What follows belongs to an exercise in optimizing a design on an open flow for small area; a production flow would make more cautious choices.
Only simulation tests tie the RTL to the original design; equivalence was not proved.
Power figures rest on the tool's default switching activity, not on a simulated workload. The flow treats the clock pin as an ideal source, which a real chip does not have.

==> flow/design.v (excerpt) <==
module router_top2 (input clock, resetn, read_enb_0, read_enb_1, read_enb_2,
                    input [7:0] data_in,
                    input pkt_valid,
                    output [7:0] data_out_0, data_out_1, data_out_2,
                    output valid_out_0, valid_out_1, valid_out_2, error, busy);
wire [2:0] write_enb1;
wire [7:0] dt;
wire emt0, emt1, emt2, full_0, full_1, full_2, fifo_full;
wire soft_reset_0, soft_reset_1, soft_reset_2;
wire parity_done, low_pkt_valid, detect_add, ld_state, laf_state, full_state;
wire write_enb_reg, rst_int_reg, lfd_state;
reg tlfd;
always @(posedge clock)
  tlfd <= lfd_state;
router_fsm rfsm (clock, resetn, pkt_valid, parity_done, data_in[1:0], soft_reset_0, soft_reset_1,
                 soft_reset_2, fifo_full, low_pkt_valid, emt0, emt1, emt2, busy, detect_add,
                 ld_state, laf_state, full_state, write_enb_reg, rst_int_reg, lfd_state);
router_sync rsync (detect_add, data_in[1:0], write_enb_reg, clock, resetn, read_enb_0, read_enb_1,
                   read_enb_2, emt0, emt1, emt2, full_0, full_1, full_2, write_enb1, fifo_full,
                   soft_reset_0, soft_reset_1, soft_reset_2, valid_out_0, valid_out_1, valid_out_2);
router_reg rr (clock, resetn, pkt_valid, data_in, fifo_full, rst_int_reg, detect_add, ld_state,
               laf_state, full_state, lfd_state, parity_done, low_pkt_valid, error, dt);
router_fifo rf1 (clock, resetn, soft_reset_0, write_enb1[0], read_enb_0, tlfd, dt, full_0, emt0, data_out_0);
router_fifo rf2 (clock, resetn, soft_reset_1, write_enb1[1], read_enb_1, tlfd, dt, full_1, emt1, data_out_1);
router_fifo rf3 (clock, resetn, soft_reset_2, write_enb1[2], read_enb_2, tlfd, dt, full_2, emt2, data_out_2);
endmodule
Size: about 560 flip-flops, ~43 I/O pins, about 0.021 mm² of cells after synthesis.
Settings: LEC_CHECK=0, CAP_MARGIN=0, CORE_MARGIN=2, CORE_UTILIZATION=70, GPL_TIMING_DRIVEN=0, PLACE_DENSITY=0.8, SLEW_MARGIN=0; clock period 5.0 ns.
standard.sh (not shown) runs the stock make flow with config.mk's settings and CLKGATE_MAP_FILE= SYNTH_SCRIPT=/design/flow/synth_recipe.tcl, a recipe that flattens the netlist after the stock synthesis.
==> flow/flow/run.sh <==
#!/bin/bash
# The standard ORFS flow (the standard.sh), with:
#  - synthesis: the standard flow's script, but ABC maps for area (flow/area.abc), and
#    adders are left to ABC instead of ORFS's half/full-adder cells
#  - CTS without dummy loads, sink clusters of up to 30 on clkbuf_16,
#    clkbuf_8 above them
#  - port buffers (one per input and output, as standard) of the smallest
#    buffer cell
# Each tool's output goes to the ORFS logs under orfs/logs; make's output to
# standard.log.
set -euo pipefail
HERE=$PWD
export AREA_ABC_DIR=$HERE/flow
cat $HERE/flow/area_hook.tcl $HERE/synth_recipe.tcl > $HERE/area_synth.tcl
CTS="-sink_clustering_enable -repair_clock_nets -dont_use_dummy_load -sink_clustering_size 30 -sink_clustering_max_diameter 100 -buf_list {sky130_fd_sc_hd__clkbuf_8 sky130_fd_sc_hd__clkbuf_16} -sink_clustering_buffer sky130_fd_sc_hd__clkbuf_16 -root_buf sky130_fd_sc_hd__clkbuf_8 -tree_buf sky130_fd_sc_hd__clkbuf_8"
bash standard.sh SYNTH_SCRIPT=$HERE/area_synth.tcl ADDER_MAP_FILE= "CTS_ARGS=$CTS" "BUFFER_PORTS_ARGS=-buffer_cell sky130_fd_sc_hd__buf_1" finish > standard.log 2>&1
==> flow/flow/area.abc <==
&get -n
&st
&dch
&nf -p -C 32 -F 10 -R 1000
&put
mfs2 -a
strash
&get -n
&dch
&nf -p -C 32 -F 10 -R 1000
&put
==> flow/flow/area_hook.tcl <==
# Sourced before the standard flow's synthesis script: ABC maps the logic for area with
# area.abc (beside this file) instead of ORFS's speed script. Everything else
# in the synthesis is the standard flow's. Registers are mapped before ABC runs, and ABC
# does not touch them.
set ::area_abc_script [file join $::env(AREA_ABC_DIR) area.abc]
proc abc {args} {
  set i [lsearch -exact $args -script]
  if {$i >= 0} { lset args [expr {$i + 1}] $::area_abc_script }
  puts "area hook: abc $args"
  yosys abc {*}$args
}
Rerun with:
- CORE_UTILIZATION: 70 -> 80
- GPL_TIMING_DRIVEN: 0 -> not set
- PLACE_DENSITY: 0.8 -> 0.9
The changed run went through all stages and came out clean.
Die area goes down by 12%.
Utilization goes up by 10 points.
Design area goes down by about 0.8%.
Via count goes up by about 7%.
Total power stays flat.
Routed wire length goes up by about 10%.
Setup slack improved by 0.29 ns.
Cell count goes down by 2.0%.
Maximum frequency goes up by 7.6%.
Sequential power goes down by about 2%.
Sequential cell count does not change.
Rerun with:
- CORE_UTILIZATION: 80 -> 75
- PLACE_DENSITY: 0.9 -> 0.85
Effect:
- core utilization went down by 5.3 points
- die area went up by about 6.5%
- sequential cell count stays the same
- critical path depth does not change
- wire length went down by about 4.6%
- total power went down by 0.54%
- sequential power went down by about 1%
- global-route usage went down by 3.9 points
- worst setup slack is worse by 0.079 ns
- clock-buffer cell count is unchanged
- first-iteration DRC count went down by about 20%
Rerun with:
--- a/flow/flow/run.sh
+++ b/flow/flow/run.sh
@@ -6,2 +6,4 @@
 #    clkbuf_8 above them
+#  - before repair_design, weak gates with 8 or more loads go one size up
+#    (flow/pre_resize.tcl)
 #  - port buffers (one per input and output, as standard) of the smallest
@@ -15,2 +17,2 @@
 CTS="-sink_clustering_enable -repair_clock_nets -dont_use_dummy_load -sink_clustering_size 30 -sink_clustering_max_diameter 100 -buf_list {sky130_fd_sc_hd__clkbuf_8 sky130_fd_sc_hd__clkbuf_16} -sink_clustering_buffer sky130_fd_sc_hd__clkbuf_16 -root_buf sky130_fd_sc_hd__clkbuf_8 -tree_buf sky130_fd_sc_hd__clkbuf_8"
-bash standard.sh SYNTH_SCRIPT=$HERE/area_synth.tcl ADDER_MAP_FILE= "CTS_ARGS=$CTS" "BUFFER_PORTS_ARGS=-buffer_cell sky130_fd_sc_hd__buf_1" finish > standard.log 2>&1
+bash standard.sh SYNTH_SCRIPT=$HERE/area_synth.tcl ADDER_MAP_FILE= "CTS_ARGS=$CTS" "BUFFER_PORTS_ARGS=-buffer_cell sky130_fd_sc_hd__buf_1" PRE_RESIZE_TCL=$HERE/flow/pre_resize.tcl finish > standard.log 2>&1
==> flow/flow/pre_resize.tcl (new file) <==
set n_up 0
foreach inst [get_cells *] {
  set ref [get_property $inst ref_name]
  if {[regexp {^sky130_fd_sc_hd__(nor2|nor3|nor4|nand2|nand3|nand4|nor2b|nor3b|nand2b|and2|and3|and4|or2|or3|or4|inv|a21oi|o21ai|a22oi|o22ai)_1$} $ref -> base]} {
    set out [get_pins -of_objects $inst -filter "direction==output"]
    set net [get_nets -of_objects $out]
    set loads [llength [get_pins -of_objects $net -filter "direction==input"]]
    if {$loads >= 8} {
      replace_cell $inst sky130_fd_sc_hd__${base}_2
      incr n_up
    }
  }
}
puts "pre_resize: upsized $n_up gates"
- CORE_UTILIZATION: 75 -> 70
- GPL_TIMING_DRIVEN: not set -> 0
- PLACE_DENSITY: 0.85 -> 0.8
The new run went through all stages and came out clean.
Setup slack loses 0.49 ns.
Total power increases by 0.98%.
Critical path depth rises by 1.
Utilization goes down by 4.1 points.
Fmax shrinks by 11%.
Global-route usage went down by 3.2 points.
Via count fell by 1.8%.
Design area grows by 1.7%.
Cell count is higher by 0.84%.
Rerun with:
==> flow/flow/run.sh (replaced) <==
#!/bin/bash
# The standard ORFS flow (the standard.sh), with:
#  - synthesis: the standard flow's script, but ABC maps for area (flow/area.abc), and
#    adders are left to ABC instead of ORFS's half/full-adder cells
#  - CTS without dummy loads, sink clusters of up to 34 on clkbuf_16,
#    clkbuf_8 above them
#  - port buffers (one per input and output, as standard) of the smallest
#    buffer cell
# Each tool's output goes to the ORFS logs under orfs/logs; make's output to
# standard.log.
set -euo pipefail
HERE=$PWD
export AREA_ABC_DIR=$HERE/flow
cat $HERE/flow/area_hook.tcl $HERE/synth_recipe.tcl > $HERE/area_synth.tcl
CTS="-sink_clustering_enable -repair_clock_nets -dont_use_dummy_load -sink_clustering_size 34 -sink_clustering_max_diameter 80 -buf_list {sky130_fd_sc_hd__clkbuf_8 sky130_fd_sc_hd__clkbuf_16} -sink_clustering_buffer sky130_fd_sc_hd__clkbuf_16 -root_buf sky130_fd_sc_hd__clkbuf_8 -tree_buf sky130_fd_sc_hd__clkbuf_8"
bash standard.sh SYNTH_SCRIPT=$HERE/area_synth.tcl ADDER_MAP_FILE= "CTS_ARGS=$CTS" "BUFFER_PORTS_ARGS=-buffer_cell sky130_fd_sc_hd__buf_1" finish > standard.log 2>&1
- CORE_UTILIZATION: 70 -> 80
- GPL_TIMING_DRIVEN: 0 -> not set
- PLACE_DENSITY: 0.8 -> 0.9
removed: flow/flow/pre_resize.tcl
The changed run went through all stages and came out clean.
Clock-buffer cell count falls by 2.
Via count went up by about 5%.
Wire length increases by 5.8%.
Total power goes down by about 1.7%.
Fmax rises by about 16%.
Worst setup slack is better by 0.59 ns.
Design area goes down by 2.0%.
Clock power drops by about 5%.
Combinational power grows by about 6%.

-- what the ideal ports hide --
In the flow no input, the clock included, has a driving cell. The finished layouts below were timed again as built, in two steps. Step 1 sets driving cells, clkbuf_16 on the clock port and buf_2 on the other inputs (assumed; they add their load-dependent delay and slew). Step 2 moves the port delays by t, midway between the first and last clock arrival at a register: inputs arrive t later, outputs are due t later. That takes back most of the time a late clock gives input paths. Slacks: no drivers / after step 1 / after step 2; pairs: no drivers / after step 1.
run	t, ns	setup WS [ns]	latest minus earliest clock arrival (ns)	worst register clock-pin slew, ns
the first run	0.680	0.927 / 0.927 / 0.927	0.040 / 0.040	0.11 / 0.11
the second run	0.681	1.215 / 1.169 / 1.401	0.067 / 0.067	0.12 / 0.12
the third run	0.678	1.136 / 1.088 / 1.444	0.032 / 0.032	0.11 / 0.11
the fourth run	0.674	0.647 / 0.647 / 0.647	0.033 / 0.033	0.11 / 0.11
the fifth run	0.676	1.242 / 1.195 / 1.379	0.064 / 0.065	0.12 / 0.12
After both steps setup and hold are still met in every run listed.
